From an optimization exercise on the open Yosys and OpenROAD flow, aimed at small area, a short achievable clock period and few clock cycles per item; shortcuts taken in it are not production practice.
RTL that was checked went through simulation tests only; none was proved equivalent to the original.
The RTL of runs 2 and 3 was laid out without a check of its function.
No activity file was given, so power comes from the tool's default toggle rates.

===== flow/design.v =====
module add32 (input [31:0] p0, input [31:0] g0, input ci, output [31:0] s, output co);
	wire g_0_1 = g0[0] | (p0[0] & ci);
	wire g_0_3 = g0[2] | (p0[2] & g0[1]);
	wire p_0_3 = p0[2] & p0[1];
	wire g_0_5 = g0[4] | (p0[4] & g0[3]);
	wire p_0_5 = p0[4] & p0[3];
	wire g_0_7 = g0[6] | (p0[6] & g0[5]);
	wire p_0_7 = p0[6] & p0[5];
	wire g_0_9 = g0[8] | (p0[8] & g0[7]);
	wire p_0_9 = p0[8] & p0[7];
	wire g_0_11 = g0[10] | (p0[10] & g0[9]);
	wire p_0_11 = p0[10] & p0[9];
	wire g_0_13 = g0[12] | (p0[12] & g0[11]);
	wire p_0_13 = p0[12] & p0[11];
	wire g_0_15 = g0[14] | (p0[14] & g0[13]);
	wire p_0_15 = p0[14] & p0[13];
	wire g_0_17 = g0[16] | (p0[16] & g0[15]);
	wire p_0_17 = p0[16] & p0[15];
	wire g_0_19 = g0[18] | (p0[18] & g0[17]);
	wire p_0_19 = p0[18] & p0[17];
	wire g_0_21 = g0[20] | (p0[20] & g0[19]);
	wire p_0_21 = p0[20] & p0[19];
	wire g_0_23 = g0[22] | (p0[22] & g0[21]);
	wire p_0_23 = p0[22] & p0[21];
	wire g_0_25 = g0[24] | (p0[24] & g0[23]);
	wire p_0_25 = p0[24] & p0[23];
	wire g_0_27 = g0[26] | (p0[26] & g0[25]);
	wire p_0_27 = p0[26] & p0[25];
	wire g_0_29 = g0[28] | (p0[28] & g0[27]);
	wire p_0_29 = p0[28] & p0[27];
	wire g_0_31 = g0[30] | (p0[30] & g0[29]);
	wire p_0_31 = p0[30] & p0[29];
	wire g_1_2 = g0[1] | (p0[1] & g_0_1);
	wire g_1_3 = g_0_3 | (p_0_3 & g_0_1);
	wire g_1_6 = g0[5] | (p0[5] & g_0_5);
	wire p_1_6 = p0[5] & p_0_5;
	wire g_1_7 = g_0_7 | (p_0_7 & g_0_5);
	wire p_1_7 = p_0_7 & p_0_5;
	wire g_1_10 = g0[9] | (p0[9] & g_0_9);
	wire p_1_10 = p0[9] & p_0_9;
	wire g_1_11 = g_0_11 | (p_0_11 & g_0_9);
	wire p_1_11 = p_0_11 & p_0_9;
	wire g_1_14 = g0[13] | (p0[13] & g_0_13);
	wire p_1_14 = p0[13] & p_0_13;
	wire g_1_15 = g_0_15 | (p_0_15 & g_0_13);
	wire p_1_15 = p_0_15 & p_0_13;
	wire g_1_18 = g0[17] | (p0[17] & g_0_17);
	wire p_1_18 = p0[17] & p_0_17;
	wire g_1_19 = g_0_19 | (p_0_19 & g_0_17);
	wire p_1_19 = p_0_19 & p_0_17;
	wire g_1_22 = g0[21] | (p0[21] & g_0_21);
	wire p_1_22 = p0[21] & p_0_21;
	wire g_1_23 = g_0_23 | (p_0_23 & g_0_21);
	wire p_1_23 = p_0_23 & p_0_21;
	wire g_1_26 = g0[25] | (p0[25] & g_0_25);
	wire p_1_26 = p0[25] & p_0_25;
	wire g_1_27 = g_0_27 | (p_0_27 & g_0_25);
	wire p_1_27 = p_0_27 & p_0_25;
	wire g_1_30 = g0[29] | (p0[29] & g_0_29);
	wire p_1_30 = p0[29] & p_0_29;
	wire g_1_31 = g_0_31 | (p_0_31 & g_0_29);
	wire p_1_31 = p_0_31 & p_0_29;
	wire g_2_4 = g0[3] | (p0[3] & g_1_3);
	wire g_2_5 = g_0_5 | (p_0_5 & g_1_3);
	wire g_2_6 = g_1_6 | (p_1_6 & g_1_3);
	wire g_2_7 = g_1_7 | (p_1_7 & g_1_3);
	wire g_2_12 = g0[11] | (p0[11] & g_1_11);
	wire p_2_12 = p0[11] & p_1_11;
	wire g_2_13 = g_0_13 | (p_0_13 & g_1_11);
	wire p_2_13 = p_0_13 & p_1_11;
	wire g_2_14 = g_1_14 | (p_1_14 & g_1_11);
	wire p_2_14 = p_1_14 & p_1_11;
	wire g_2_15 = g_1_15 | (p_1_15 & g_1_11);
	wire p_2_15 = p_1_15 & p_1_11;
	wire g_2_20 = g0[19] | (p0[19] & g_1_19);
	wire p_2_20 = p0[19] & p_1_19;
	wire g_2_21 = g_0_21 | (p_0_21 & g_1_19);
	wire p_2_21 = p_0_21 & p_1_19;
	wire g_2_22 = g_1_22 | (p_1_22 & g_1_19);
	wire p_2_22 = p_1_22 & p_1_19;
	wire g_2_23 = g_1_23 | (p_1_23 & g_1_19);
	wire p_2_23 = p_1_23 & p_1_19;
	wire g_2_28 = g0[27] | (p0[27] & g_1_27);
	wire p_2_28 = p0[27] & p_1_27;
	wire g_2_29 = g_0_29 | (p_0_29 & g_1_27);
	wire p_2_29 = p_0_29 & p_1_27;
	wire g_2_30 = g_1_30 | (p_1_30 & g_1_27);
	wire p_2_30 = p_1_30 & p_1_27;
	wire g_2_31 = g_1_31 | (p_1_31 & g_1_27);
	wire p_2_31 = p_1_31 & p_1_27;
	wire g_3_8 = g0[7] | (p0[7] & g_2_7);
	wire g_3_9 = g_0_9 | (p_0_9 & g_2_7);
	wire g_3_10 = g_1_10 | (p_1_10 & g_2_7);
	wire g_3_11 = g_1_11 | (p_1_11 & g_2_7);
	wire g_3_12 = g_2_12 | (p_2_12 & g_2_7);
	wire g_3_13 = g_2_13 | (p_2_13 & g_2_7);
	wire g_3_14 = g_2_14 | (p_2_14 & g_2_7);
	wire g_3_15 = g_2_15 | (p_2_15 & g_2_7);
	wire g_3_24 = g0[23] | (p0[23] & g_2_23);
	wire p_3_24 = p0[23] & p_2_23;
	wire g_3_25 = g_0_25 | (p_0_25 & g_2_23);
	wire p_3_25 = p_0_25 & p_2_23;
	wire g_3_26 = g_1_26 | (p_1_26 & g_2_23);
	wire p_3_26 = p_1_26 & p_2_23;
	wire g_3_27 = g_1_27 | (p_1_27 & g_2_23);
	wire p_3_27 = p_1_27 & p_2_23;
	wire g_3_28 = g_2_28 | (p_2_28 & g_2_23);
	wire p_3_28 = p_2_28 & p_2_23;
	wire g_3_29 = g_2_29 | (p_2_29 & g_2_23);
	wire p_3_29 = p_2_29 & p_2_23;
	wire g_3_30 = g_2_30 | (p_2_30 & g_2_23);
	wire p_3_30 = p_2_30 & p_2_23;
	wire g_3_31 = g_2_31 | (p_2_31 & g_2_23);
	wire p_3_31 = p_2_31 & p_2_23;
	wire g_4_16 = g0[15] | (p0[15] & g_3_15);
	wire g_4_17 = g_0_17 | (p_0_17 & g_3_15);
	wire g_4_18 = g_1_18 | (p_1_18 & g_3_15);
	wire g_4_19 = g_1_19 | (p_1_19 & g_3_15);
	wire g_4_20 = g_2_20 | (p_2_20 & g_3_15);
	wire g_4_21 = g_2_21 | (p_2_21 & g_3_15);
	wire g_4_22 = g_2_22 | (p_2_22 & g_3_15);
	wire g_4_23 = g_2_23 | (p_2_23 & g_3_15);
	wire g_4_24 = g_3_24 | (p_3_24 & g_3_15);
	wire g_4_25 = g_3_25 | (p_3_25 & g_3_15);
	wire g_4_26 = g_3_26 | (p_3_26 & g_3_15);
	wire g_4_27 = g_3_27 | (p_3_27 & g_3_15);
	wire g_4_28 = g_3_28 | (p_3_28 & g_3_15);
	wire g_4_29 = g_3_29 | (p_3_29 & g_3_15);
	wire g_4_30 = g_3_30 | (p_3_30 & g_3_15);
	wire g_4_31 = g_3_31 | (p_3_31 & g_3_15);
	wire g_5_32 = g0[31] | (p0[31] & g_4_31);
	assign s[0] = p0[0] ^ ci;
	assign s[1] = p0[1] ^ g_0_1;
	assign s[2] = p0[2] ^ g_1_2;
	assign s[3] = p0[3] ^ g_1_3;
	assign s[4] = p0[4] ^ g_2_4;
	assign s[5] = p0[5] ^ g_2_5;
	assign s[6] = p0[6] ^ g_2_6;
	assign s[7] = p0[7] ^ g_2_7;
	assign s[8] = p0[8] ^ g_3_8;
	assign s[9] = p0[9] ^ g_3_9;
	assign s[10] = p0[10] ^ g_3_10;
	assign s[11] = p0[11] ^ g_3_11;
	assign s[12] = p0[12] ^ g_3_12;
	assign s[13] = p0[13] ^ g_3_13;
	assign s[14] = p0[14] ^ g_3_14;
	assign s[15] = p0[15] ^ g_3_15;
	assign s[16] = p0[16] ^ g_4_16;
	assign s[17] = p0[17] ^ g_4_17;
	assign s[18] = p0[18] ^ g_4_18;
	assign s[19] = p0[19] ^ g_4_19;
	assign s[20] = p0[20] ^ g_4_20;
	assign s[21] = p0[21] ^ g_4_21;
	assign s[22] = p0[22] ^ g_4_22;
	assign s[23] = p0[23] ^ g_4_23;
	assign s[24] = p0[24] ^ g_4_24;
	assign s[25] = p0[25] ^ g_4_25;
	assign s[26] = p0[26] ^ g_4_26;
	assign s[27] = p0[27] ^ g_4_27;
	assign s[28] = p0[28] ^ g_4_28;
	assign s[29] = p0[29] ^ g_4_29;
	assign s[30] = p0[30] ^ g_4_30;
	assign s[31] = p0[31] ^ g_4_31;
	assign co = g_5_32;
endmodule
module div_step (
	input [31:0] r,
	input x,
	input [31:0] b,
	output [31:0] ro
);
	wire [31:0] t = {r[30:0], x};
	wire [31:0] d;
	wire nb;
	stepsub32 sub (.a(t), .b(b), .ci(1'b1), .s(d), .co(nb));
	assign ro = (r[31] | nb) ? d : t;
endmodule
module stepsub32 (input [31:0] a, input [31:0] b, input ci, output [31:0] s, output co);
	wire [31:0] bx = ~b;
	wire [31:0] p0 = a ^ bx;
	wire [31:0] g0 = a & bx;
	wire g_0_1 = g0[0] | (p0[0] & ci);
	wire g_0_3 = g0[2] | (p0[2] & g0[1]);
	wire p_0_3 = p0[2] & p0[1];
	wire g_0_5 = g0[4] | (p0[4] & g0[3]);
	wire p_0_5 = p0[4] & p0[3];
	wire g_0_7 = g0[6] | (p0[6] & g0[5]);
	wire p_0_7 = p0[6] & p0[5];
	wire g_0_9 = g0[8] | (p0[8] & g0[7]);
	wire p_0_9 = p0[8] & p0[7];
	wire g_0_11 = g0[10] | (p0[10] & g0[9]);
	wire p_0_11 = p0[10] & p0[9];
	wire g_0_13 = g0[12] | (p0[12] & g0[11]);
	wire p_0_13 = p0[12] & p0[11];
	wire g_0_15 = g0[14] | (p0[14] & g0[13]);
	wire p_0_15 = p0[14] & p0[13];
	wire g_0_17 = g0[16] | (p0[16] & g0[15]);
	wire p_0_17 = p0[16] & p0[15];
	wire g_0_19 = g0[18] | (p0[18] & g0[17]);
	wire p_0_19 = p0[18] & p0[17];
	wire g_0_21 = g0[20] | (p0[20] & g0[19]);
	wire p_0_21 = p0[20] & p0[19];
	wire g_0_23 = g0[22] | (p0[22] & g0[21]);
	wire p_0_23 = p0[22] & p0[21];
	wire g_0_25 = g0[24] | (p0[24] & g0[23]);
	wire p_0_25 = p0[24] & p0[23];
	wire g_0_27 = g0[26] | (p0[26] & g0[25]);
	wire p_0_27 = p0[26] & p0[25];
	wire g_0_29 = g0[28] | (p0[28] & g0[27]);
	wire p_0_29 = p0[28] & p0[27];
	wire g_0_31 = g0[30] | (p0[30] & g0[29]);
	wire p_0_31 = p0[30] & p0[29];
	wire g_1_3 = g_0_3 | (p_0_3 & g_0_1);
	wire g_1_7 = g_0_7 | (p_0_7 & g_0_5);
	wire p_1_7 = p_0_7 & p_0_5;
	wire g_1_11 = g_0_11 | (p_0_11 & g_0_9);
	wire p_1_11 = p_0_11 & p_0_9;
	wire g_1_15 = g_0_15 | (p_0_15 & g_0_13);
	wire p_1_15 = p_0_15 & p_0_13;
	wire g_1_19 = g_0_19 | (p_0_19 & g_0_17);
	wire p_1_19 = p_0_19 & p_0_17;
	wire g_1_23 = g_0_23 | (p_0_23 & g_0_21);
	wire p_1_23 = p_0_23 & p_0_21;
	wire g_1_27 = g_0_27 | (p_0_27 & g_0_25);
	wire p_1_27 = p_0_27 & p_0_25;
	wire g_1_31 = g_0_31 | (p_0_31 & g_0_29);
	wire p_1_31 = p_0_31 & p_0_29;
	wire g_2_7 = g_1_7 | (p_1_7 & g_1_3);
	wire g_2_15 = g_1_15 | (p_1_15 & g_1_11);
	wire p_2_15 = p_1_15 & p_1_11;
	wire g_2_23 = g_1_23 | (p_1_23 & g_1_19);
	wire p_2_23 = p_1_23 & p_1_19;
	wire g_2_31 = g_1_31 | (p_1_31 & g_1_27);
	wire p_2_31 = p_1_31 & p_1_27;
	wire g_3_15 = g_2_15 | (p_2_15 & g_2_7);
	wire g_3_31 = g_2_31 | (p_2_31 & g_2_23);
	wire p_3_31 = p_2_31 & p_2_23;
	wire g_4_31 = g_3_31 | (p_3_31 & g_3_15);
	wire g_5_23 = g_2_23 | (p_2_23 & g_3_15);
	wire g_6_11 = g_1_11 | (p_1_11 & g_2_7);
	wire g_6_19 = g_1_19 | (p_1_19 & g_3_15);
	wire g_6_27 = g_1_27 | (p_1_27 & g_5_23);
	wire g_7_5 = g_0_5 | (p_0_5 & g_1_3);
	wire g_7_9 = g_0_9 | (p_0_9 & g_2_7);
	wire g_7_13 = g_0_13 | (p_0_13 & g_6_11);
	wire g_7_17 = g_0_17 | (p_0_17 & g_3_15);
	wire g_7_21 = g_0_21 | (p_0_21 & g_6_19);
	wire g_7_25 = g_0_25 | (p_0_25 & g_5_23);
	wire g_7_29 = g_0_29 | (p_0_29 & g_6_27);
	wire g_8_2 = g0[1] | (p0[1] & g_0_1);
	wire g_8_4 = g0[3] | (p0[3] & g_1_3);
	wire g_8_6 = g0[5] | (p0[5] & g_7_5);
	wire g_8_8 = g0[7] | (p0[7] & g_2_7);
	wire g_8_10 = g0[9] | (p0[9] & g_7_9);
	wire g_8_12 = g0[11] | (p0[11] & g_6_11);
	wire g_8_14 = g0[13] | (p0[13] & g_7_13);
	wire g_8_16 = g0[15] | (p0[15] & g_3_15);
	wire g_8_18 = g0[17] | (p0[17] & g_7_17);
	wire g_8_20 = g0[19] | (p0[19] & g_6_19);
	wire g_8_22 = g0[21] | (p0[21] & g_7_21);
	wire g_8_24 = g0[23] | (p0[23] & g_5_23);
	wire g_8_26 = g0[25] | (p0[25] & g_7_25);
	wire g_8_28 = g0[27] | (p0[27] & g_6_27);
	wire g_8_30 = g0[29] | (p0[29] & g_7_29);
	wire g_8_32 = g0[31] | (p0[31] & g_4_31);
	assign s[0] = p0[0] ^ ci;
	assign s[1] = p0[1] ^ g_0_1;
	assign s[2] = p0[2] ^ g_8_2;
	assign s[3] = p0[3] ^ g_1_3;
	assign s[4] = p0[4] ^ g_8_4;
	assign s[5] = p0[5] ^ g_7_5;
	assign s[6] = p0[6] ^ g_8_6;
	assign s[7] = p0[7] ^ g_2_7;
	assign s[8] = p0[8] ^ g_8_8;
	assign s[9] = p0[9] ^ g_7_9;
	assign s[10] = p0[10] ^ g_8_10;
	assign s[11] = p0[11] ^ g_6_11;
	assign s[12] = p0[12] ^ g_8_12;
	assign s[13] = p0[13] ^ g_7_13;
	assign s[14] = p0[14] ^ g_8_14;
	assign s[15] = p0[15] ^ g_3_15;
	assign s[16] = p0[16] ^ g_8_16;
	assign s[17] = p0[17] ^ g_7_17;
	assign s[18] = p0[18] ^ g_8_18;
	assign s[19] = p0[19] ^ g_6_19;
	assign s[20] = p0[20] ^ g_8_20;
	assign s[21] = p0[21] ^ g_7_21;
	assign s[22] = p0[22] ^ g_8_22;
	assign s[23] = p0[23] ^ g_5_23;
	assign s[24] = p0[24] ^ g_8_24;
	assign s[25] = p0[25] ^ g_7_25;
	assign s[26] = p0[26] ^ g_8_26;
	assign s[27] = p0[27] ^ g_6_27;
	assign s[28] = p0[28] ^ g_8_28;
	assign s[29] = p0[29] ^ g_7_29;
	assign s[30] = p0[30] ^ g_8_30;
	assign s[31] = p0[31] ^ g_4_31;
	assign co = g_8_32;
endmodule
module mod #(parameter K = 2) (
	output [31:0] res,
	output reg done,
	input [31:0] ain,
	input [31:0] bin,
	input lt,
	input [31:0] diff,
	input start,
	input CLK,
	input reset
);
	localparam NG = (32 + K - 1) / K;	 
	localparam W  = NG * K;
	wire [W-1:0] a = {{(W-32){1'b0}}, ain};
	reg [31:0] p;		 
	reg [3:0] cnt;		 
	reg busy;
	reg [K-1:0] grp;	 
	reg [31:0] b_r;
	assign res = p;
	reg [4:0] ia, ib;
	integer i;
	always @(*) begin
		ia = 5'd0;
		ib = 5'd0;
		for (i = 0; i < 32; i = i + 1) begin
			if (ain[i]) ia = i;
			if (bin[i]) ib = i;
		end
	end
	wire bz = ~|bin;
	wire [4:0] s = ia - ib;
	wire [3:0] span = s / K;
	wire s0 = (s == 5'd0);
	wire fin = bz | lt | s0;
	reg [W-1:0] sh;
	always @(*) begin
		sh = a >> K;
		for (i = 0; i < 4; i = i + 1)
			if (span[i]) sh = sh >> (K << i);
	end
	wire [3:0] nidx = start ? span : cnt - 4'd1;
	reg [K-1:0] grp_n;
	always @(*) begin
		grp_n = {K{1'b0}};
		for (i = 0; i < NG; i = i + 1)
			if (nidx == i) grp_n = a[i*K +: K];
	end
	wire [32*K+31:0] q;
	assign q[31:0] = p;
	genvar j;
	generate
		for (j = 0; j < K; j = j + 1) begin : step
			div_step st (
				.r(q[32*j +: 32]),
				.x(grp[K-1-j]),
				.b(b_r),
				.ro(q[32*(j+1) +: 32])
			);
		end
	endgenerate
	always @(posedge CLK) begin
		if (reset) begin
			busy <= 1'b0;
			done <= 1'b0;
		end else if (start) begin
			busy <= ~fin;
			done <= fin;
		end else if (busy) begin
			busy <= |cnt;
			done <= ~|cnt;
		end
		b_r <= bin;
		grp <= grp_n;
		if (start) begin
			p <= (bz | lt) ? ain : s0 ? diff : sh[31:0];
			cnt <= span;
		end else if (busy) begin
			p <= q[32*K +: 32];
			cnt <= cnt - 4'd1;
		end
	end
endmodule
module alu (
	output reg [31:0] result,
	output cout,
	output done,
	input [31:0] ain,
	input [31:0] bin,
	input [2:0] alu_op,
	input
		cin,
		start,
		CLK,
		reset
);
	wire [31:0] sum, diff, rem;
	wire nb;
	wire lt = ~nb;
	wire [31:0] p = ain ^ bin;
	wire [31:0] g = ain & bin;
	add32 add1 (.p0(p), .g0(g), .ci(cin), .s(sum), .co(cout));
	add32 sub1 (.p0(~p), .g0(ain & p), .ci(1'b1), .s(diff), .co(nb));
	mod mod1 (
		.res(rem),
		.done(done),
		.ain(ain),
		.bin(bin),
		.lt(lt),
		.diff(diff),
		.start(start),
		.CLK(CLK),
		.reset(reset)
	);
	always @(*)
		case (alu_op)
			3'd0: result = g;
			3'd1: result = g | p;
			3'd2: result = p;
			3'd3: result = ~(g | p);
			3'd4: result = {31'b0, lt};
			3'd5: result = sum;
			3'd6: result = diff;
			default: result = rem;
		endcase
endmodule

===== flow/flow/run.sh =====
#!/bin/bash
export BUFFER_PORTS_ARGS="-buffer_cell sky130_fd_sc_hd__buf_1"
bash standard.sh > standard.log 2>&1

===== flow/standard.sh =====
#!/bin/bash
# synth_recipe.tcl (not shown) runs the flow's synth.tcl, then flattens the netlist and writes it again
# the make line also repeats each setting of config.mk as NAME=value (left out here)
make -C /OpenROAD-flow-scripts/flow DESIGN_CONFIG=/design/flow/config.mk WORK_HOME=/design/flow/orfs CLKGATE_MAP_FILE= SYNTH_SCRIPT=/design/flow/synth_recipe.tcl "${@:-finish}"

===== flow/config.mk =====
export PLATFORM = sky130hd
export DESIGN_NAME = alu
export DESIGN_NICKNAME = alu
export VERILOG_FILES = /design/flow/design.v
export SDC_FILE = /design/flow/constraint.sdc
export NUM_CORES = 4
export LEC_CHECK = 0
export ABC_AREA = 1
export CAP_MARGIN = 20
export CORE_MARGIN = 2
export CORE_UTILIZATION = 60
export CTS_BUF_LIST = sky130_fd_sc_hd__clkbuf_8
export SETUP_SLACK_MARGIN = 3.3
export SLEW_MARGIN = 20
export TNS_END_PERCENT = 10

===== flow/constraint.sdc =====
create_clock -name core_clock -period 11.0 [get_ports {CLK}]
set_input_delay 2.2000 -clock core_clock [delete_from_list [all_inputs] [get_ports {CLK}]]
set_output_delay 2.2000 -clock core_clock [all_outputs]
set_load 0.01 [all_outputs]

==> flow_summary.json, run 1 <==
{
  "status": "finished clean",
  "netlist_area_mm2": 0.0127,
  "maxSlewViolCount": 0,
  "min_period_ns": 7.68,
  "antenna_found_initial": 1,
  "tns_ns": 0,
  "layout_commonest_cell": "nand2_1",
  "ff2ff_setup_slack_ns": 3.74,
  "cts_root_buffer": "clkbuf_8",
  "ff2ff_path_depth": 41,
  "synth_cells": 1980,
  "p_per_area_mw_per_mm2": 248,
  "die_x_um": 149,
  "pin_count": 105,
  "drc": 0,
  "finalNonFillerCells": 2346,
  "yosys_most_used_dff": "edfxtp_1",
  "h-tree-depth": 3,
  "crit_chain": "buf_1 > buf_4 > clkinv_1 > nand2_1 > clkinvlp_4 > a211oi_1 > o211ai_1 > o21ai_0 > inv_1 > buf_1",
  "viasPerCell": 6.43,
  "path_class": "in -> out",
  "nets": 2322,
  "reg2reg_from": "mod1.p[3]$_DFFE_PP_",
  "max_freq_ghz": 0.130,
  "skew_ns": 0.0256,
  "min-delay-start": "mod1.done$_SDFFE_PP0P_",
  "dp_hpwl_um": 39200,
  "grt_pass1_wl_um": 77100,
  "post-route-period-util_pct": 69.8,
  "synth_edf_count": 36,
  "rsz0062_at_grt": "true",
  "clockBufferDepth": 2,
  "ys_ff_latch": 72,
  "core-area_mm2": 0.0209,
  "cp_max_fo": 12,
  "syn_avg_cell_area_um2": 6.40,
  "wl_per_cell_um": 22.4,
  "route.antenna.remaining_nets": 0,
  "area_growth_pct": 9.89,
  "arrival_ns": 5.48,
  "first_global_vias": 13600,
  "leakagePower_nw": 6.66,
  "drv_cap": 0,
  "hp-class": "reg -> reg",
  "yosysWarnings": 2,
  "synth-async-reset-ratio_pct": 0,
  "max_slew.worst_pin.slew_ns": 1.13,
  "rr_endpoint": "mod1.p[28]$_DFFE_PP_",
  "vias": 15100,
  "setup.worst_path.start": "alu_op[2]",
  "worstSetupEndpointType": "primary output",
  "crit_required_ns": 8.80,
  "syn_nets": 2237,
  "setup_violations": 0,
  "cts_sinks": 72,
  "final_cell_mix": "496 x nand2_1, 254 x inv_1, 159 x o21ai_0",
  "initial_core_util_pct": 60.6,
  "cpPeakStageDelay_ns": 0.82,
  "drt-pass1-iter-count": 6,
  "slew_headroom_pct": 24.4,
  "clk_latency_ns": 0.39,
  "netlist.area_leader.share_pct": 14.9,
  "tritoncts": "done",
  "globalRouteOverflowTotal": 0,
  "portBuffers": 104,
  "synthTopCellsByArea": "nand2_1 15%, ha_1 15%, edfxtp_1 8.5%",
  "hold_depth": 2,
  "cpMaxStageDelayCell": "nand2_1",
  "dr.first_iter.drc_count": 1858,
  "ys_types": 56,
  "grt_max_degree": 61,
  "worst_setup_path_start_kind": "primary input",
  "yosysSeqAreaShare_pct": 14.2,
  "numCtsBuffers": 9,
  "grt_use_total_pct": 45.6,
  "place_inst": 2304,
  "clk_pin_slew_ns": 0.11,
  "drive_gt1_share_pct": 8.41,
  "ir_worst_vdd_mv": 0.197,
  "hold_viol": 0,
  "die_h_um": 149,
  "crit_top_cell": "buf_1",
  "rows": 53,
  "design.die.area_mm2": 0.0223,
  "hold_end": "mod1.done$_SDFFE_PP0P_",
  "drt_wl_total_um": 52500,
  "yosysTopAreaCell": "nand2_1",
  "gp_congestion": 1.02
}
==> critical path, delay by kind of cell <==
family,cells,cell delay [ns]
buffers and inverters,6,1.62
and+or+nand+nor,1,0.82
AOI/OAI and AO/OA,3,0.82
==> routing by layer <==
layer  vias to the layer above  part of all wire [%]  GRT usage [%]
li1                       6866                     -              -
met1                      6915                    40           64.3
met2                      1122                    41           66.7
met3                       190                    15           13.2
met4                         0                   4.4           15.2
met5                         -                     0              0
==> state kept, by name, summed over array words and instances, names as in the netlist <==
name	count
mod1.done	1
mod1.p	32
mod1.grp	2
mod1.busy	1
mod1.b_r	32
mod1.cnt	4
==> worst max path at each step <==
stage	cells after the start	slack, ns	end
2_1_floorplan	43	3.81	mod1.p[24]$_DFFE_PP_
3_3_place_gp	41	2.01	mod1.p[24]$_DFFE_PP_
3_5_place_dp	41	1.67	mod1.p[20]$_DFFE_PP_
4_1_cts	15	3.29	result[31]
5_1_grt	41	3.19	mod1.p[2]$_DFFE_PP_
6_report	10	3.32	result[28]
==> where the power goes <==
part / switching (W) / internal [W]
sequential: 0.0000908 / 0.000411
clock: 0.000142 / 0.0000861
combinational: 0.00171 / 0.00101
==> area by class of cell <==
| type | count | area, µm² |
|---|---|---|
| clock buffer | 9 | 124 |
| tap | 275 | 344 |
| antenna | 1 | 2.50 |
| sequential | 72 | 1800 |
| timing repair inverter | 2 | 12.5 |
| fill | 1936 | 6970 |
| multi-input combinational | 1560 | 9730 |
| clock inverter | 7 | 60.1 |
| inverter | 276 | 1080 |
| timing repair buffer | 144 | 759 |
==> repair_timing <==
| item | in CTS | in global routing |
|---|---|---|
| cloned | 1 | 4 |
| endpoints found under the hold margin | 0 | 0 |
| resized for setup | 23 | 91 |
| hold buffers | 0 | 0 |
| buffers inserted | 5 | 15 |
| pin swaps | 3 | 10 |
| endpoints found under the setup margin | 52 | 63 |
==> Yosys cell counts, types with 4 or more instances <==
cell       count
nand2_1      501
inv_1        263
o21ai_0      178
ha_1         147
nand3_1      138
a21oi_1      122
nor2_1       115
clkbuf_1      63
nand4_1       44
fa_1          39
dfxtp_1       36
edfxtp_1      36
xor2_1        29
o22ai_1       27
o211ai_1      25
xnor2_1       25
nor3_1        20
o21ai_1       20
a221oi_1      14
a211oi_1      11
mux2i_1        9
or2_2          9
a31oi_1        8
clkinv_1       8
o221ai_1       8
nor4_1         7
buf_6          6
o21bai_1       6
a2111oi_0      5
o21ai_2        5
o311ai_0       5
a21o_1         4
a21oi_2        4
a22oi_1        4
buf_1          4
inv_2          4
==> cell families (layout without fill, tap and decap cells) <==
family	Yosys count	count (layout)	share of synthesized area (%)
AO/OA/AOI/OAI	468	468	22.0
AND/OR/NAND/NOR	841	843	27.9
multiplexers	9	9	0.711
other	0	1	0
buffers and inverters	350	438	10.8
flip-flops	72	72	14.2
adder cells (fa/ha/maj)	186	186	20.7
XOR/XNOR	54	54	3.73
==> metrics by stage <==
stage          utilization (%)  area (µm²)  setup WS (ns)  power, W  hold WS (ns)
2_1_floorplan                -       12700           3.81   0.00227         0.535
3_5_place_dp              63.3       13200           1.67   0.00291         0.541
4_1_cts                   64.8       13500           3.29   0.00320         0.556
6_report                  66.6       13900           3.32   0.00345         0.552
3_3_place_gp              63.3       13200           2.01   0.00283         0.542
5_1_grt                   66.6       13900           3.19   0.00375         0.594
Testbench counts, summed over its fixed seeds: cycles 3,717, items 1,200.
==> inputs of run 2 (changes only) <==
--- a/flow/design.v
+++ b/flow/design.v
@@ -212,88 +212,134 @@
 	wire p_0_31 = p0[30] & p0[29];
+	wire g_1_2 = g0[1] | (p0[1] & g_0_1);
 	wire g_1_3 = g_0_3 | (p_0_3 & g_0_1);
+	wire g_1_6 = g0[5] | (p0[5] & g_0_5);
+	wire p_1_6 = p0[5] & p_0_5;
 	wire g_1_7 = g_0_7 | (p_0_7 & g_0_5);
 	wire p_1_7 = p_0_7 & p_0_5;
+	wire g_1_10 = g0[9] | (p0[9] & g_0_9);
+	wire p_1_10 = p0[9] & p_0_9;
 	wire g_1_11 = g_0_11 | (p_0_11 & g_0_9);
 	wire p_1_11 = p_0_11 & p_0_9;
+	wire g_1_14 = g0[13] | (p0[13] & g_0_13);
+	wire p_1_14 = p0[13] & p_0_13;
 	wire g_1_15 = g_0_15 | (p_0_15 & g_0_13);
 	wire p_1_15 = p_0_15 & p_0_13;
+	wire g_1_18 = g0[17] | (p0[17] & g_0_17);
+	wire p_1_18 = p0[17] & p_0_17;
 	wire g_1_19 = g_0_19 | (p_0_19 & g_0_17);
 	wire p_1_19 = p_0_19 & p_0_17;
+	wire g_1_22 = g0[21] | (p0[21] & g_0_21);
+	wire p_1_22 = p0[21] & p_0_21;
 	wire g_1_23 = g_0_23 | (p_0_23 & g_0_21);
 	wire p_1_23 = p_0_23 & p_0_21;
+	wire g_1_26 = g0[25] | (p0[25] & g_0_25);
+	wire p_1_26 = p0[25] & p_0_25;
 	wire g_1_27 = g_0_27 | (p_0_27 & g_0_25);
 	wire p_1_27 = p_0_27 & p_0_25;
+	wire g_1_30 = g0[29] | (p0[29] & g_0_29);
+	wire p_1_30 = p0[29] & p_0_29;
 	wire g_1_31 = g_0_31 | (p_0_31 & g_0_29);
 	wire p_1_31 = p_0_31 & p_0_29;
+	wire g_2_4 = g0[3] | (p0[3] & g_1_3);
+	wire g_2_5 = g_0_5 | (p_0_5 & g_1_3);
+	wire g_2_6 = g_1_6 | (p_1_6 & g_1_3);
 	wire g_2_7 = g_1_7 | (p_1_7 & g_1_3);
+	wire g_2_12 = g0[11] | (p0[11] & g_1_11);
+	wire p_2_12 = p0[11] & p_1_11;
+	wire g_2_13 = g_0_13 | (p_0_13 & g_1_11);
+	wire p_2_13 = p_0_13 & p_1_11;
+	wire g_2_14 = g_1_14 | (p_1_14 & g_1_11);
+	wire p_2_14 = p_1_14 & p_1_11;
 	wire g_2_15 = g_1_15 | (p_1_15 & g_1_11);
 	wire p_2_15 = p_1_15 & p_1_11;
+	wire g_2_20 = g0[19] | (p0[19] & g_1_19);
+	wire p_2_20 = p0[19] & p_1_19;
+	wire g_2_21 = g_0_21 | (p_0_21 & g_1_19);
+	wire p_2_21 = p_0_21 & p_1_19;
+	wire g_2_22 = g_1_22 | (p_1_22 & g_1_19);
+	wire p_2_22 = p_1_22 & p_1_19;
 	wire g_2_23 = g_1_23 | (p_1_23 & g_1_19);
 	wire p_2_23 = p_1_23 & p_1_19;
+	wire g_2_28 = g0[27] | (p0[27] & g_1_27);
+	wire p_2_28 = p0[27] & p_1_27;
+	wire g_2_29 = g_0_29 | (p_0_29 & g_1_27);
+	wire p_2_29 = p_0_29 & p_1_27;
+	wire g_2_30 = g_1_30 | (p_1_30 & g_1_27);
+	wire p_2_30 = p_1_30 & p_1_27;
 	wire g_2_31 = g_1_31 | (p_1_31 & g_1_27);
 	wire p_2_31 = p_1_31 & p_1_27;
+	wire g_3_8 = g0[7] | (p0[7] & g_2_7);
+	wire g_3_9 = g_0_9 | (p_0_9 & g_2_7);
+	wire g_3_10 = g_1_10 | (p_1_10 & g_2_7);
+	wire g_3_11 = g_1_11 | (p_1_11 & g_2_7);
+	wire g_3_12 = g_2_12 | (p_2_12 & g_2_7);
+	wire g_3_13 = g_2_13 | (p_2_13 & g_2_7);
+	wire g_3_14 = g_2_14 | (p_2_14 & g_2_7);
 	wire g_3_15 = g_2_15 | (p_2_15 & g_2_7);
+	wire g_3_24 = g0[23] | (p0[23] & g_2_23);
+	wire p_3_24 = p0[23] & p_2_23;
+	wire g_3_25 = g_0_25 | (p_0_25 & g_2_23);
+	wire p_3_25 = p_0_25 & p_2_23;
+	wire g_3_26 = g_1_26 | (p_1_26 & g_2_23);
+	wire p_3_26 = p_1_26 & p_2_23;
+	wire g_3_27 = g_1_27 | (p_1_27 & g_2_23);
+	wire p_3_27 = p_1_27 & p_2_23;
+	wire g_3_28 = g_2_28 | (p_2_28 & g_2_23);
+	wire p_3_28 = p_2_28 & p_2_23;
+	wire g_3_29 = g_2_29 | (p_2_29 & g_2_23);
+	wire p_3_29 = p_2_29 & p_2_23;
+	wire g_3_30 = g_2_30 | (p_2_30 & g_2_23);
+	wire p_3_30 = p_2_30 & p_2_23;
 	wire g_3_31 = g_2_31 | (p_2_31 & g_2_23);
 	wire p_3_31 = p_2_31 & p_2_23;
+	wire g_4_16 = g0[15] | (p0[15] & g_3_15);
+	wire g_4_17 = g_0_17 | (p_0_17 & g_3_15);
+	wire g_4_18 = g_1_18 | (p_1_18 & g_3_15);
+	wire g_4_19 = g_1_19 | (p_1_19 & g_3_15);
+	wire g_4_20 = g_2_20 | (p_2_20 & g_3_15);
+	wire g_4_21 = g_2_21 | (p_2_21 & g_3_15);
+	wire g_4_22 = g_2_22 | (p_2_22 & g_3_15);
+	wire g_4_23 = g_2_23 | (p_2_23 & g_3_15);
+	wire g_4_24 = g_3_24 | (p_3_24 & g_3_15);
+	wire g_4_25 = g_3_25 | (p_3_25 & g_3_15);
+	wire g_4_26 = g_3_26 | (p_3_26 & g_3_15);
+	wire g_4_27 = g_3_27 | (p_3_27 & g_3_15);
+	wire g_4_28 = g_3_28 | (p_3_28 & g_3_15);
+	wire g_4_29 = g_3_29 | (p_3_29 & g_3_15);
+	wire g_4_30 = g_3_30 | (p_3_30 & g_3_15);
 	wire g_4_31 = g_3_31 | (p_3_31 & g_3_15);
-	wire g_5_23 = g_2_23 | (p_2_23 & g_3_15);
-	wire g_6_11 = g_1_11 | (p_1_11 & g_2_7);
-	wire g_6_19 = g_1_19 | (p_1_19 & g_3_15);
-	wire g_6_27 = g_1_27 | (p_1_27 & g_5_23);
-	wire g_7_5 = g_0_5 | (p_0_5 & g_1_3);
-	wire g_7_9 = g_0_9 | (p_0_9 & g_2_7);
-	wire g_7_13 = g_0_13 | (p_0_13 & g_6_11);
-	wire g_7_17 = g_0_17 | (p_0_17 & g_3_15);
-	wire g_7_21 = g_0_21 | (p_0_21 & g_6_19);
-	wire g_7_25 = g_0_25 | (p_0_25 & g_5_23);
-	wire g_7_29 = g_0_29 | (p_0_29 & g_6_27);
-	wire g_8_2 = g0[1] | (p0[1] & g_0_1);
-	wire g_8_4 = g0[3] | (p0[3] & g_1_3);
-	wire g_8_6 = g0[5] | (p0[5] & g_7_5);
-	wire g_8_8 = g0[7] | (p0[7] & g_2_7);
-	wire g_8_10 = g0[9] | (p0[9] & g_7_9);
-	wire g_8_12 = g0[11] | (p0[11] & g_6_11);
-	wire g_8_14 = g0[13] | (p0[13] & g_7_13);
-	wire g_8_16 = g0[15] | (p0[15] & g_3_15);
-	wire g_8_18 = g0[17] | (p0[17] & g_7_17);
-	wire g_8_20 = g0[19] | (p0[19] & g_6_19);
-	wire g_8_22 = g0[21] | (p0[21] & g_7_21);
-	wire g_8_24 = g0[23] | (p0[23] & g_5_23);
-	wire g_8_26 = g0[25] | (p0[25] & g_7_25);
-	wire g_8_28 = g0[27] | (p0[27] & g_6_27);
-	wire g_8_30 = g0[29] | (p0[29] & g_7_29);
-	wire g_8_32 = g0[31] | (p0[31] & g_4_31);
+	wire g_5_32 = g0[31] | (p0[31] & g_4_31);
 	assign s[0] = p0[0] ^ ci;
 	assign s[1] = p0[1] ^ g_0_1;
-	assign s[2] = p0[2] ^ g_8_2;
+	assign s[2] = p0[2] ^ g_1_2;
 	assign s[3] = p0[3] ^ g_1_3;
-	assign s[4] = p0[4] ^ g_8_4;
-	assign s[5] = p0[5] ^ g_7_5;
-	assign s[6] = p0[6] ^ g_8_6;
+	assign s[4] = p0[4] ^ g_2_4;
+	assign s[5] = p0[5] ^ g_2_5;
+	assign s[6] = p0[6] ^ g_2_6;
 	assign s[7] = p0[7] ^ g_2_7;
-	assign s[8] = p0[8] ^ g_8_8;
-	assign s[9] = p0[9] ^ g_7_9;
-	assign s[10] = p0[10] ^ g_8_10;
-	assign s[11] = p0[11] ^ g_6_11;
-	assign s[12] = p0[12] ^ g_8_12;
-	assign s[13] = p0[13] ^ g_7_13;
-	assign s[14] = p0[14] ^ g_8_14;
+	assign s[8] = p0[8] ^ g_3_8;
+	assign s[9] = p0[9] ^ g_3_9;
+	assign s[10] = p0[10] ^ g_3_10;
+	assign s[11] = p0[11] ^ g_3_11;
+	assign s[12] = p0[12] ^ g_3_12;
+	assign s[13] = p0[13] ^ g_3_13;
+	assign s[14] = p0[14] ^ g_3_14;
 	assign s[15] = p0[15] ^ g_3_15;
-	assign s[16] = p0[16] ^ g_8_16;
-	assign s[17] = p0[17] ^ g_7_17;
-	assign s[18] = p0[18] ^ g_8_18;
-	assign s[19] = p0[19] ^ g_6_19;
-	assign s[20] = p0[20] ^ g_8_20;
-	assign s[21] = p0[21] ^ g_7_21;
-	assign s[22] = p0[22] ^ g_8_22;
-	assign s[23] = p0[23] ^ g_5_23;
-	assign s[24] = p0[24] ^ g_8_24;
-	assign s[25] = p0[25] ^ g_7_25;
-	assign s[26] = p0[26] ^ g_8_26;
-	assign s[27] = p0[27] ^ g_6_27;
-	assign s[28] = p0[28] ^ g_8_28;
-	assign s[29] = p0[29] ^ g_7_29;
-	assign s[30] = p0[30] ^ g_8_30;
+	assign s[16] = p0[16] ^ g_4_16;
+	assign s[17] = p0[17] ^ g_4_17;
+	assign s[18] = p0[18] ^ g_4_18;
+	assign s[19] = p0[19] ^ g_4_19;
+	assign s[20] = p0[20] ^ g_4_20;
+	assign s[21] = p0[21] ^ g_4_21;
+	assign s[22] = p0[22] ^ g_4_22;
+	assign s[23] = p0[23] ^ g_4_23;
+	assign s[24] = p0[24] ^ g_4_24;
+	assign s[25] = p0[25] ^ g_4_25;
+	assign s[26] = p0[26] ^ g_4_26;
+	assign s[27] = p0[27] ^ g_4_27;
+	assign s[28] = p0[28] ^ g_4_28;
+	assign s[29] = p0[29] ^ g_4_29;
+	assign s[30] = p0[30] ^ g_4_30;
 	assign s[31] = p0[31] ^ g_4_31;
-	assign co = g_8_32;
+	assign co = g_5_32;
 endmodule
==> run 2 against run 1 <==
Clock-buffer cell count stayed put. Total power is 4.0% lower. Synthesized cell count is 7.3% higher. Sequential share of layout area is 0.18 points lower. Core utilization is 0.49 points higher. Cell area is 1.4% higher. Worst hold slack worse by 0.022 ns.
==> flow_summary.json, run 2 <==
{
  "h-tree-depth": 3,
  "pin_count": 105,
  "first_global_vias": 14100,
  "grt_use_total_pct": 45.0,
  "maxSlewViolCount": 0,
  "yosysSeqAreaShare_pct": 14.0,
  "reg.largest.list": "mod1.b_r x32, mod1.p x32, mod1.cnt x4",
  "setup_violations": 0,
  "hold_viol": 0,
  "seqCellArea_mm2": 0.00180,
  "hp-class": "reg -> reg",
  "reg2reg_from": "mod1.p[15]$_DFFE_PP_",
  "nets": 2443,
  "path_class": "in -> out",
  "drt-pass1-iter-count": 6,
  "initial_core_util_pct": 61.1,
  "synthTopCellsByArea": "nand2_1 16%, ha_1 14%, edfxtp_1 8.4%",
  "grt_max_degree": 60,
  "area_growth_pct": 9.91,
  "synth_cells": 2125,
  "cts_root_buffer": "clkbuf_8",
  "dp_hpwl_um": 40200,
  "gp_congestion": 1.09,
  "yosysWarnings": 2,
  "hold_end": "mod1.done$_SDFFE_PP0P_",
  "yosysTopAreaCell": "nand2_1",
  "rows": 53,
  "route.antenna.remaining_nets": 0,
  "ys_types": 57,
  "cts_hold_buf": 0,
  "setup_ws_ns": 3.35,
  "final_cell_mix": "534 x nand2_1, 277 x inv_1, 206 x nand3_1",
  "skew_ns": 0.0363,
  "drc": 0,
  "wl_per_cell_um": 21.2,
  "multiInputGateArea_mm2": 0.00980,
  "post-route-period-util_pct": 69.6,
  "max_freq_ghz": 0.131,
  "min-delay-start": "mod1.done$_SDFFE_PP0P_",
  "ir_worst_vdd_mv": 0.153,
  "viasPerCell": 6.34,
  "p_per_area_mw_per_mm2": 235,
  "dr.first_iter.drc_count": 1838,
  "tns_ns": 0,
  "status": "finished clean",
  "worstSetupEndpointType": "primary output",
  "arrival_ns": 5.45,
  "die_h_um": 150,
  "ff2ff_path_depth": 37,
  "netlist_area_mm2": 0.0128,
  "synth_edf_count": 36,
  "final_core_util_pct": 67.1,
  "nFillCells": 2012,
  "cts_sinks": 72,
  "grt_pass1_wl_um": 77500,
  "rr_endpoint": "mod1.p[24]$_DFFE_PP_",
  "core-area_mm2": 0.0210,
  "worst_setup_path_start_kind": "primary input",
  "layout_commonest_cell": "nand2_1",
  "die_x_um": 150,
  "min_period_ns": 7.65,
  "globalRouteOverflowTotal": 0,
  "slew_headroom_pct": 23.2,
  "clockBufferDepth": 2,
  "synth_common_cells": "540 x nand2_1, 288 x inv_1, 207 x nand3_1",
  "synth_most_common_cell": "nand2_1",
  "yosys_most_used_dff": "edfxtp_1",
  "crit_top_cell": "nand2_1",
  "clk_pin_slew_ns": 0.09,
  "drive_gt1_share_pct": 7.78,
  "portBuffers": 104,
  "antenna_found_initial": 2,
  "rsz0062_at_grt": "true",
  "cp_max_fo": 7,
  "clk_latency_ns": 0.40,
  "design.die.area_mm2": 0.0226,
  "cpPeakStageDelay_ns": 0.45,
  "hold_depth": 2,
  "vias": 15800,
  "syn_avg_cell_area_um2": 6.04,
  "netlist.area_leader.share_pct": 15.8,
  "tritoncts": "done",
  "drt_wl_total_um": 52700,
  "crit_chain": "buf_1 > inv_1 > ha_1 > nand2_1 > o221ai_1 > inv_1 > o21ai_4 > a2111oi_4 > nand2_1 > nand2_1 > nand2_1 > fa_1 > nand2_1 > nand3_1 > nor2_4 > o21ai_2 > clkbuf_2",
  "numCtsBuffers": 9,
  "leakagePower_nw": 6.91,
  "max_slew.worst_pin.slew_ns": 1.15,
  "num_antenna_cells": 0,
  "cpMaxStageDelayCell": "ha_1",
  "ys_ff_latch": 72,
  "pre_cts_ws_ns": 2.36,
  "drv_cap": 0,
  "crit_required_ns": 8.80,
  "ff2ff_setup_slack_ns": 3.76,
  "syn_nets": 2360,
  "synth-async-reset-ratio_pct": 0
}
[run 2: cell types whose count changed after synthesis, moves of 22 or more]
cell	before	now
fa_1	39	17
inv_1	263	288
nand2_1	501	540
nand3_1	138	207
nand4_1	44	21
nor2_1	115	165
[run 2: kinds of logic after synthesis]
| logic type | share of synthesized area [%] |
|---|---|
| AND/OR/NAND/NOR | 32.4 |
| AO/OA/AOI/OAI | 22.3 |
| buffers and inverters | 11.5 |
| adder cells (fa/ha/maj) | 17.0 |
| flip-flops | 14.0 |
| XOR/XNOR | 2.39 |
| multiplexers | 0.390 |
[run 2: layer usage]
metal  track usage (%)  routed length, µm  vias up
met5                 0                 12        -
met4              16.5               2210        2
met3              14.6               7860      181
met2              66.1              21700     1122
met1              61.6              21000     7129
li1                  -                  -     7338
[run 2: power breakdown]
part	total, W	leakage (nW)	switching (W)	internal [W]
combinational	0.00261	6.15	0.00167	0.000942
sequential	0.000480	0.665	0.0000736	0.000406
clock	0.000226	0.0948	0.000124	0.000103
[run 2: area by class of cell]
class / instances / area share (%)
clock inverter: 6 / 0.435
timing repair buffer: 146 / 5.78
clock buffer: 9 / 0.878
multi-input combinational: 1675 / 69.4
tap: 275 / 2.44
sequential: 72 / 12.8
inverter: 301 / 8.14
timing repair inverter: 3 / 0.106
[run 2: stage by stage]
step / std cells / power [W] / instance area [µm²] / hold slack [ns]
floorplan: 2125 / 0.00223 / 12800 / 0.535
global placement: 2443 / 0.00273 / 13400 / 0.513
detailed placement: 2443 / 0.00282 / 13400 / 0.523
CTS: 2466 / 0.00308 / 13700 / 0.536
global route: 2487 / 0.00359 / 14100 / 0.556
finish: 2487 / 0.00332 / 14100 / 0.530
[run 2: how the worst max path moves through the flow]
stage,from,cells after the start,slack [ns],end
finish,bin[17],17,3.35,result[31]
CTS,ain[2],20,3.30,result[16]
floorplan,ain[22],16,4.07,result[31]
global placement,bin[3],44,2.38,mod1.p[5]$_DFFE_PP_
detailed placement,bin[3],44,2.36,mod1.p[5]$_DFFE_PP_
global route,mod1.b_r[1]$_DFF_P_,44,3.22,mod1.p[21]$_DFFE_PP_
[run 2: timing repair]
action	4_1_cts	5_1_grt
resized for setup	28	84
buffers inserted	7	17
pin swaps	3	5
cloned	1	3
setup endpoints to repair	52	55
[run 2: worst max-delay path: cells and delay by family]
| family | cells | cell delay, ns |
|---|---|---|
| adder cells (fa/ha/maj) | 2 | 0.86 |
| AO/OA/AOI/OAI | 4 | 0.91 |
| AND/OR/NAND/NOR | 7 | 0.80 |
| buffers and inverters | 4 | 0.68 |
==> inputs of run 3 (changes only) <==
--- a/flow/design.v
+++ b/flow/design.v
@@ -1,2 +1,173 @@
-module add32 (input [31:0] p0, input [31:0] g0, input ci, output [31:0] s, output co);
+module add32 (input [31:0] a, input [31:0] b, input ci, output [31:0] s, output co);
+	wire [31:0] bx = b;
+	wire [31:0] p0 = a ^ bx;
+	wire [31:0] g0 = a & bx;
+	wire g_0_1 = g0[0] | (p0[0] & ci);
+	wire g_0_3 = g0[2] | (p0[2] & g0[1]);
+	wire p_0_3 = p0[2] & p0[1];
+	wire g_0_5 = g0[4] | (p0[4] & g0[3]);
+	wire p_0_5 = p0[4] & p0[3];
+	wire g_0_7 = g0[6] | (p0[6] & g0[5]);
+	wire p_0_7 = p0[6] & p0[5];
+	wire g_0_9 = g0[8] | (p0[8] & g0[7]);
+	wire p_0_9 = p0[8] & p0[7];
+	wire g_0_11 = g0[10] | (p0[10] & g0[9]);
+	wire p_0_11 = p0[10] & p0[9];
+	wire g_0_13 = g0[12] | (p0[12] & g0[11]);
+	wire p_0_13 = p0[12] & p0[11];
+	wire g_0_15 = g0[14] | (p0[14] & g0[13]);
+	wire p_0_15 = p0[14] & p0[13];
+	wire g_0_17 = g0[16] | (p0[16] & g0[15]);
+	wire p_0_17 = p0[16] & p0[15];
+	wire g_0_19 = g0[18] | (p0[18] & g0[17]);
+	wire p_0_19 = p0[18] & p0[17];
+	wire g_0_21 = g0[20] | (p0[20] & g0[19]);
+	wire p_0_21 = p0[20] & p0[19];
+	wire g_0_23 = g0[22] | (p0[22] & g0[21]);
+	wire p_0_23 = p0[22] & p0[21];
+	wire g_0_25 = g0[24] | (p0[24] & g0[23]);
+	wire p_0_25 = p0[24] & p0[23];
+	wire g_0_27 = g0[26] | (p0[26] & g0[25]);
+	wire p_0_27 = p0[26] & p0[25];
+	wire g_0_29 = g0[28] | (p0[28] & g0[27]);
+	wire p_0_29 = p0[28] & p0[27];
+	wire g_0_31 = g0[30] | (p0[30] & g0[29]);
+	wire p_0_31 = p0[30] & p0[29];
+	wire g_1_2 = g0[1] | (p0[1] & g_0_1);
+	wire g_1_3 = g_0_3 | (p_0_3 & g_0_1);
+	wire g_1_6 = g0[5] | (p0[5] & g_0_5);
+	wire p_1_6 = p0[5] & p_0_5;
+	wire g_1_7 = g_0_7 | (p_0_7 & g_0_5);
+	wire p_1_7 = p_0_7 & p_0_5;
+	wire g_1_10 = g0[9] | (p0[9] & g_0_9);
+	wire p_1_10 = p0[9] & p_0_9;
+	wire g_1_11 = g_0_11 | (p_0_11 & g_0_9);
+	wire p_1_11 = p_0_11 & p_0_9;
+	wire g_1_14 = g0[13] | (p0[13] & g_0_13);
+	wire p_1_14 = p0[13] & p_0_13;
+	wire g_1_15 = g_0_15 | (p_0_15 & g_0_13);
+	wire p_1_15 = p_0_15 & p_0_13;
+	wire g_1_18 = g0[17] | (p0[17] & g_0_17);
+	wire p_1_18 = p0[17] & p_0_17;
+	wire g_1_19 = g_0_19 | (p_0_19 & g_0_17);
+	wire p_1_19 = p_0_19 & p_0_17;
+	wire g_1_22 = g0[21] | (p0[21] & g_0_21);
+	wire p_1_22 = p0[21] & p_0_21;
+	wire g_1_23 = g_0_23 | (p_0_23 & g_0_21);
+	wire p_1_23 = p_0_23 & p_0_21;
+	wire g_1_26 = g0[25] | (p0[25] & g_0_25);
+	wire p_1_26 = p0[25] & p_0_25;
+	wire g_1_27 = g_0_27 | (p_0_27 & g_0_25);
+	wire p_1_27 = p_0_27 & p_0_25;
+	wire g_1_30 = g0[29] | (p0[29] & g_0_29);
+	wire p_1_30 = p0[29] & p_0_29;
+	wire g_1_31 = g_0_31 | (p_0_31 & g_0_29);
+	wire p_1_31 = p_0_31 & p_0_29;
+	wire g_2_4 = g0[3] | (p0[3] & g_1_3);
+	wire g_2_5 = g_0_5 | (p_0_5 & g_1_3);
+	wire g_2_6 = g_1_6 | (p_1_6 & g_1_3);
+	wire g_2_7 = g_1_7 | (p_1_7 & g_1_3);
+	wire g_2_12 = g0[11] | (p0[11] & g_1_11);
+	wire p_2_12 = p0[11] & p_1_11;
+	wire g_2_13 = g_0_13 | (p_0_13 & g_1_11);
+	wire p_2_13 = p_0_13 & p_1_11;
+	wire g_2_14 = g_1_14 | (p_1_14 & g_1_11);
+	wire p_2_14 = p_1_14 & p_1_11;
+	wire g_2_15 = g_1_15 | (p_1_15 & g_1_11);
+	wire p_2_15 = p_1_15 & p_1_11;
+	wire g_2_20 = g0[19] | (p0[19] & g_1_19);
+	wire p_2_20 = p0[19] & p_1_19;
+	wire g_2_21 = g_0_21 | (p_0_21 & g_1_19);
+	wire p_2_21 = p_0_21 & p_1_19;
+	wire g_2_22 = g_1_22 | (p_1_22 & g_1_19);
+	wire p_2_22 = p_1_22 & p_1_19;
+	wire g_2_23 = g_1_23 | (p_1_23 & g_1_19);
+	wire p_2_23 = p_1_23 & p_1_19;
+	wire g_2_28 = g0[27] | (p0[27] & g_1_27);
+	wire p_2_28 = p0[27] & p_1_27;
+	wire g_2_29 = g_0_29 | (p_0_29 & g_1_27);
+	wire p_2_29 = p_0_29 & p_1_27;
+	wire g_2_30 = g_1_30 | (p_1_30 & g_1_27);
+	wire p_2_30 = p_1_30 & p_1_27;
+	wire g_2_31 = g_1_31 | (p_1_31 & g_1_27);
+	wire p_2_31 = p_1_31 & p_1_27;
+	wire g_3_8 = g0[7] | (p0[7] & g_2_7);
+	wire g_3_9 = g_0_9 | (p_0_9 & g_2_7);
+	wire g_3_10 = g_1_10 | (p_1_10 & g_2_7);
+	wire g_3_11 = g_1_11 | (p_1_11 & g_2_7);
+	wire g_3_12 = g_2_12 | (p_2_12 & g_2_7);
+	wire g_3_13 = g_2_13 | (p_2_13 & g_2_7);
+	wire g_3_14 = g_2_14 | (p_2_14 & g_2_7);
+	wire g_3_15 = g_2_15 | (p_2_15 & g_2_7);
+	wire g_3_24 = g0[23] | (p0[23] & g_2_23);
+	wire p_3_24 = p0[23] & p_2_23;
+	wire g_3_25 = g_0_25 | (p_0_25 & g_2_23);
+	wire p_3_25 = p_0_25 & p_2_23;
+	wire g_3_26 = g_1_26 | (p_1_26 & g_2_23);
+	wire p_3_26 = p_1_26 & p_2_23;
+	wire g_3_27 = g_1_27 | (p_1_27 & g_2_23);
+	wire p_3_27 = p_1_27 & p_2_23;
+	wire g_3_28 = g_2_28 | (p_2_28 & g_2_23);
+	wire p_3_28 = p_2_28 & p_2_23;
+	wire g_3_29 = g_2_29 | (p_2_29 & g_2_23);
+	wire p_3_29 = p_2_29 & p_2_23;
+	wire g_3_30 = g_2_30 | (p_2_30 & g_2_23);
+	wire p_3_30 = p_2_30 & p_2_23;
+	wire g_3_31 = g_2_31 | (p_2_31 & g_2_23);
+	wire p_3_31 = p_2_31 & p_2_23;
+	wire g_4_16 = g0[15] | (p0[15] & g_3_15);
+	wire g_4_17 = g_0_17 | (p_0_17 & g_3_15);
+	wire g_4_18 = g_1_18 | (p_1_18 & g_3_15);
+	wire g_4_19 = g_1_19 | (p_1_19 & g_3_15);
+	wire g_4_20 = g_2_20 | (p_2_20 & g_3_15);
+	wire g_4_21 = g_2_21 | (p_2_21 & g_3_15);
+	wire g_4_22 = g_2_22 | (p_2_22 & g_3_15);
+	wire g_4_23 = g_2_23 | (p_2_23 & g_3_15);
+	wire g_4_24 = g_3_24 | (p_3_24 & g_3_15);
+	wire g_4_25 = g_3_25 | (p_3_25 & g_3_15);
+	wire g_4_26 = g_3_26 | (p_3_26 & g_3_15);
+	wire g_4_27 = g_3_27 | (p_3_27 & g_3_15);
+	wire g_4_28 = g_3_28 | (p_3_28 & g_3_15);
+	wire g_4_29 = g_3_29 | (p_3_29 & g_3_15);
+	wire g_4_30 = g_3_30 | (p_3_30 & g_3_15);
+	wire g_4_31 = g_3_31 | (p_3_31 & g_3_15);
+	wire g_5_32 = g0[31] | (p0[31] & g_4_31);
+	assign s[0] = p0[0] ^ ci;
+	assign s[1] = p0[1] ^ g_0_1;
+	assign s[2] = p0[2] ^ g_1_2;
+	assign s[3] = p0[3] ^ g_1_3;
+	assign s[4] = p0[4] ^ g_2_4;
+	assign s[5] = p0[5] ^ g_2_5;
+	assign s[6] = p0[6] ^ g_2_6;
+	assign s[7] = p0[7] ^ g_2_7;
+	assign s[8] = p0[8] ^ g_3_8;
+	assign s[9] = p0[9] ^ g_3_9;
+	assign s[10] = p0[10] ^ g_3_10;
+	assign s[11] = p0[11] ^ g_3_11;
+	assign s[12] = p0[12] ^ g_3_12;
+	assign s[13] = p0[13] ^ g_3_13;
+	assign s[14] = p0[14] ^ g_3_14;
+	assign s[15] = p0[15] ^ g_3_15;
+	assign s[16] = p0[16] ^ g_4_16;
+	assign s[17] = p0[17] ^ g_4_17;
+	assign s[18] = p0[18] ^ g_4_18;
+	assign s[19] = p0[19] ^ g_4_19;
+	assign s[20] = p0[20] ^ g_4_20;
+	assign s[21] = p0[21] ^ g_4_21;
+	assign s[22] = p0[22] ^ g_4_22;
+	assign s[23] = p0[23] ^ g_4_23;
+	assign s[24] = p0[24] ^ g_4_24;
+	assign s[25] = p0[25] ^ g_4_25;
+	assign s[26] = p0[26] ^ g_4_26;
+	assign s[27] = p0[27] ^ g_4_27;
+	assign s[28] = p0[28] ^ g_4_28;
+	assign s[29] = p0[29] ^ g_4_29;
+	assign s[30] = p0[30] ^ g_4_30;
+	assign s[31] = p0[31] ^ g_4_31;
+	assign co = g_5_32;
+endmodule
+module sub32 (input [31:0] a, input [31:0] b, input ci, output [31:0] s, output co);
+	wire [31:0] bx = ~b;
+	wire [31:0] p0 = a ^ bx;
+	wire [31:0] g0 = a & bx;
 	wire g_0_1 = g0[0] | (p0[0] & ci);
@@ -444,6 +615,4 @@
 	wire lt = ~nb;
-	wire [31:0] p = ain ^ bin;
-	wire [31:0] g = ain & bin;
-	add32 add1 (.p0(p), .g0(g), .ci(cin), .s(sum), .co(cout));
-	add32 sub1 (.p0(~p), .g0(ain & p), .ci(1'b1), .s(diff), .co(nb));
+	add32 add1 (.a(ain), .b(bin), .ci(cin), .s(sum), .co(cout));
+	sub32 sub1 (.a(ain), .b(bin), .ci(1'b1), .s(diff), .co(nb));
 	mod mod1 (
@@ -461,6 +630,6 @@
 		case (alu_op)
-			3'd0: result = g;
-			3'd1: result = g | p;
-			3'd2: result = p;
-			3'd3: result = ~(g | p);
+			3'd0: result = ain & bin;
+			3'd1: result = ain | bin;
+			3'd2: result = ain ^ bin;
+			3'd3: result = ~(ain | bin);
 			3'd4: result = {31'b0, lt};
==> flow/run.sh (new file) <==
#!/bin/bash
# synth_recipe.tcl (not shown) runs the flow's synth.tcl, then flattens the netlist and writes it again
# the make line also repeats each setting of config.mk as NAME=value (left out here)
make -C /OpenROAD-flow-scripts/flow DESIGN_CONFIG=/design/flow/config.mk WORK_HOME=/design/flow/orfs CLKGATE_MAP_FILE= SYNTH_SCRIPT=/design/flow/synth_recipe.tcl finish
--- a/flow/config.mk
+++ b/flow/config.mk
@@ -11,5 +11,3 @@
 export CORE_UTILIZATION = 60
-export CTS_BUF_LIST = sky130_fd_sc_hd__clkbuf_8
 export SETUP_SLACK_MARGIN = 3.3
 export SLEW_MARGIN = 20
-export TNS_END_PERCENT = 10
removed: flow/flow/run.sh
removed: flow/standard.sh
==> run 3 against run 2 <==
Clock skew decreased by 0.019 ns. Worst hold slack got worse by 0.0070 ns. Maximum frequency fell by 2.2%. Largest cell class unchanged. Synthesized cell count decreased by 5.8%. Flip-flop and latch count did not move. Core utilization grew 5.7 points. Highest routed layer is now met4. Still clean on timing, DRC and antenna. Wire length grew 1.3%.
==> flow_summary.json, run 3 <==
{
  "status": "finished clean",
  "max_freq_ghz": 0.128,
  "initial_core_util_pct": 60.7,
  "portBuffers": 104,
  "dr.first_iter.drc_count": 2063,
  "slew_headroom_pct": 30.4,
  "total_power_w": 0.00363,
  "netlist.area_leader.share_pct": 16.0,
  "route.antenna.remaining_nets": 0,
  "syn_avg_cell_area_um2": 6.33,
  "hp-class": "reg -> reg",
  "path_class": "in -> out",
  "grt_pass1_wl_um": 79300,
  "synth-async-reset-ratio_pct": 0,
  "post-route-period-util_pct": 71.1,
  "wl_per_cell_um": 22.3,
  "h-tree-depth": 3,
  "worstSetupEndpointType": "primary output",
  "drt-pass1-iter-count": 7,
  "gp_congestion": 1.08,
  "worst_setup_path_start_kind": "primary input",
  "netlist_area_mm2": 0.0127,
  "arrival_ns": 5.63,
  "max_slew.worst_pin.slew_ns": 1.04,
  "antenna_found_initial": 0,
  "pin_count": 105,
  "crit_required_ns": 8.80,
  "layout_commonest_cell": "nand2_1",
  "cp_max_fo": 14,
  "final_cell_mix": "433 x nand2_1, 269 x inv_1, 145 x nor2_1",
  "reg.largest.list": "mod1.b_r x32, mod1.p x32, mod1.cnt x4",
  "ys_ff_latch": 72,
  "dp_hpwl_um": 38500,
  "yosysSeqAreaShare_pct": 14.2,
  "pre_cts_ws_ns": 1.97,
  "setup_violations": 0,
  "yosysTopAreaCell": "ha_1",
  "leakagePower_nw": 7.31,
  "clockBufferDepth": 2,
  "first_global_vias": 14700,
  "grt_max_degree": 40,
  "hold_viol": 0,
  "p_per_area_mw_per_mm2": 239,
  "grt_use_total_pct": 46.5,
  "die_h_um": 149,
  "cpPeakStageDelay_ns": 0.86,
  "tns_ns": 0,
  "rsz0062_at_grt": "true",
  "ir_worst_vdd_mv": 0.186,
  "synth_most_common_cell": "nand2_1",
  "min_period_ns": 7.83,
  "core-area_mm2": 0.0209,
  "cts_sinks": 72,
  "num_antenna_cells": 0,
  "cts_root_buffer": "clkbuf_16",
  "globalRouteOverflowTotal": 0,
  "setup_ws_ns": 3.17,
  "drv_cap": 0,
  "numCtsBuffers": 9,
  "tritoncts": "done",
  "clk_latency_ns": 0.37,
  "synth_common_cells": "443 x nand2_1, 299 x inv_1, 162 x ha_1",
  "viasPerCell": 6.50,
  "rows": 53,
  "nFillCells": 1795,
  "synth_edf_count": 36,
  "synthTopCellsByArea": "ha_1 16%, nand2_1 13%, inv_1 8.9%",
  "cts_hold_buf": 0,
  "area_growth_pct": 20.0,
  "skew_ns": 0.0168,
  "clk_pin_slew_ns": 0.07,
  "drive_gt1_share_pct": 12.9,
  "drc": 0,
  "final_core_util_pct": 72.8,
  "vias": 15500,
  "nets": 2366,
  "crit_chain": "clkdlybuf4s50_1 > inv_1 > nor2_4 > clkinv_1 > buf_4 > o21ai_0 > a211oi_1 > o211ai_1 > o21ai_1 > inv_1 > clkdlybuf4s50_1",
  "yosysWarnings": 2,
  "design.die.area_mm2": 0.0223,
  "ys_types": 69,
  "synth_cells": 2002,
  "yosys_most_used_dff": "edfxtp_1",
  "syn_nets": 2257,
  "drt_wl_total_um": 53400,
  "maxSlewViolCount": 0,
  "cpMaxStageDelayCell": "clkdlybuf4s50_1",
  "die_x_um": 149
}
[run 3: logic make-up (layout without fill, tap and decap cells)]
family	count (synthesis)	after routing	synth area share, %
AND/OR/NAND/NOR	840	840	28.1
AO/OA/AOI/OAI	476	476	22.9
buffers and inverters	376	490	11.5
adder cells (fa/ha/maj)	184	184	19.5
flip-flops	72	72	14.2
XOR/XNOR	51	51	3.52
multiplexers	3	3	0.237
[run 3: final timing paths]
check                                               to  slack, ns  cells after the start              startpoint
worst max register to register    mod1.p[27]$_DFFE_PP_       3.45                     49     mod1.p[0]$_DFFE_PP_
worst min register to register  mod1.done$_SDFFE_PP0P_       0.52                      2  mod1.done$_SDFFE_PP0P_
worst min-delay path            mod1.done$_SDFFE_PP0P_       0.52                      2  mod1.done$_SDFFE_PP0P_
worst max-delay path                        result[28]       3.17                     11               alu_op[2]
[run 3: repair_timing]
action                     CTS  global route
gates resized for setup    224           123
gates cloned                 3             2
setup buffers               15            24
setup endpoints to repair   62            57
pin swaps                   22            43
[run 3: layout make-up]
| class | count | area [µm²] | area share [%] |
|---|---|---|---|
| clock buffer | 12 | 278 | 1.83 |
| clock inverter | 4 | 72.6 | 0.477 |
| inverter | 307 | 1190 | 7.83 |
| multi-input combinational | 1554 | 10000 | 65.9 |
| sequential | 72 | 1800 | 11.8 |
| tap | 275 | 344 | 2.26 |
| timing repair buffer | 162 | 1460 | 9.62 |
| timing repair inverter | 5 | 37.5 | 0.247 |
[run 3: metal layers]
layer | wire [µm] | part of all wire, % | up-vias | GRT usage (%)
met5 | 0 | 0 | - | 0
met1 | 20200 | 38 | 7094 | 60.6
li1 | - | - | 6973 | -
met2 | 21700 | 41 | 1161 | 69.0
met3 | 7840 | 15 | 302 | 13.4
met4 | 3590 | 6.7 | 0 | 25.6
[run 3: through the flow]
stage / instance area, µm² / hold WS, ns / std cells
finish: 15200 / 0.523 / 2391
detailed placement: 13900 / 0.506 / 2331
global placement: 13900 / 0.511 / 2331
CTS: 14800 / 0.517 / 2365
floorplan: 12700 / 0.515 / 2002
global route: 15200 / 0.525 / 2391
[run 3: worst max-delay path, delay by kind of cell]
| kind | cells | cell delay (ns) |
|---|---|---|
| buffers and inverters | 6 | 2.49 |
| and+or+nand+nor | 1 | 0.48 |
| AOI/OAI and AO/OA | 4 | 0.45 |
[run 3: power breakdown]
group          switching, W  total [W]  internal, W  leakage, nW
combinational       0.00176    0.00280      0.00104         6.48
clock              0.000130   0.000355     0.000225        0.170
sequential        0.0000700   0.000476     0.000406        0.664

-- port drivers added, routing unchanged --
In the flow no input, the clock included, has a driving cell. The finished layouts below were timed again as built, in two steps.
Step 1, drivers: a clkbuf_16 drives CLK and a buf_2 each remaining input, both assumed.
Step 2 adds t to the input delays and takes it off the output delays; t is the mean of the earliest and latest rising clock arrival at the registers after step 1. Input paths then give back, and output paths get back, about the clock's delay inside the block.
Slacks: no drivers / after step 1 / after step 2; pairs: no drivers / after step 1.
run	t, ns	slack for setup (ns)	worst setup path after step 2
run 1	0.433	3.321 / 3.292 / 3.292	input to output
run 2	0.426	3.347 / 3.326 / 3.196	input to register
run 3	0.406	3.174 / 3.153 / 3.153	input to output
After both steps setup and hold are still met in every run listed. The setup slack of run 2, which loses most, moves by -0.021 ns with the drivers and by -0.151 ns with both steps.
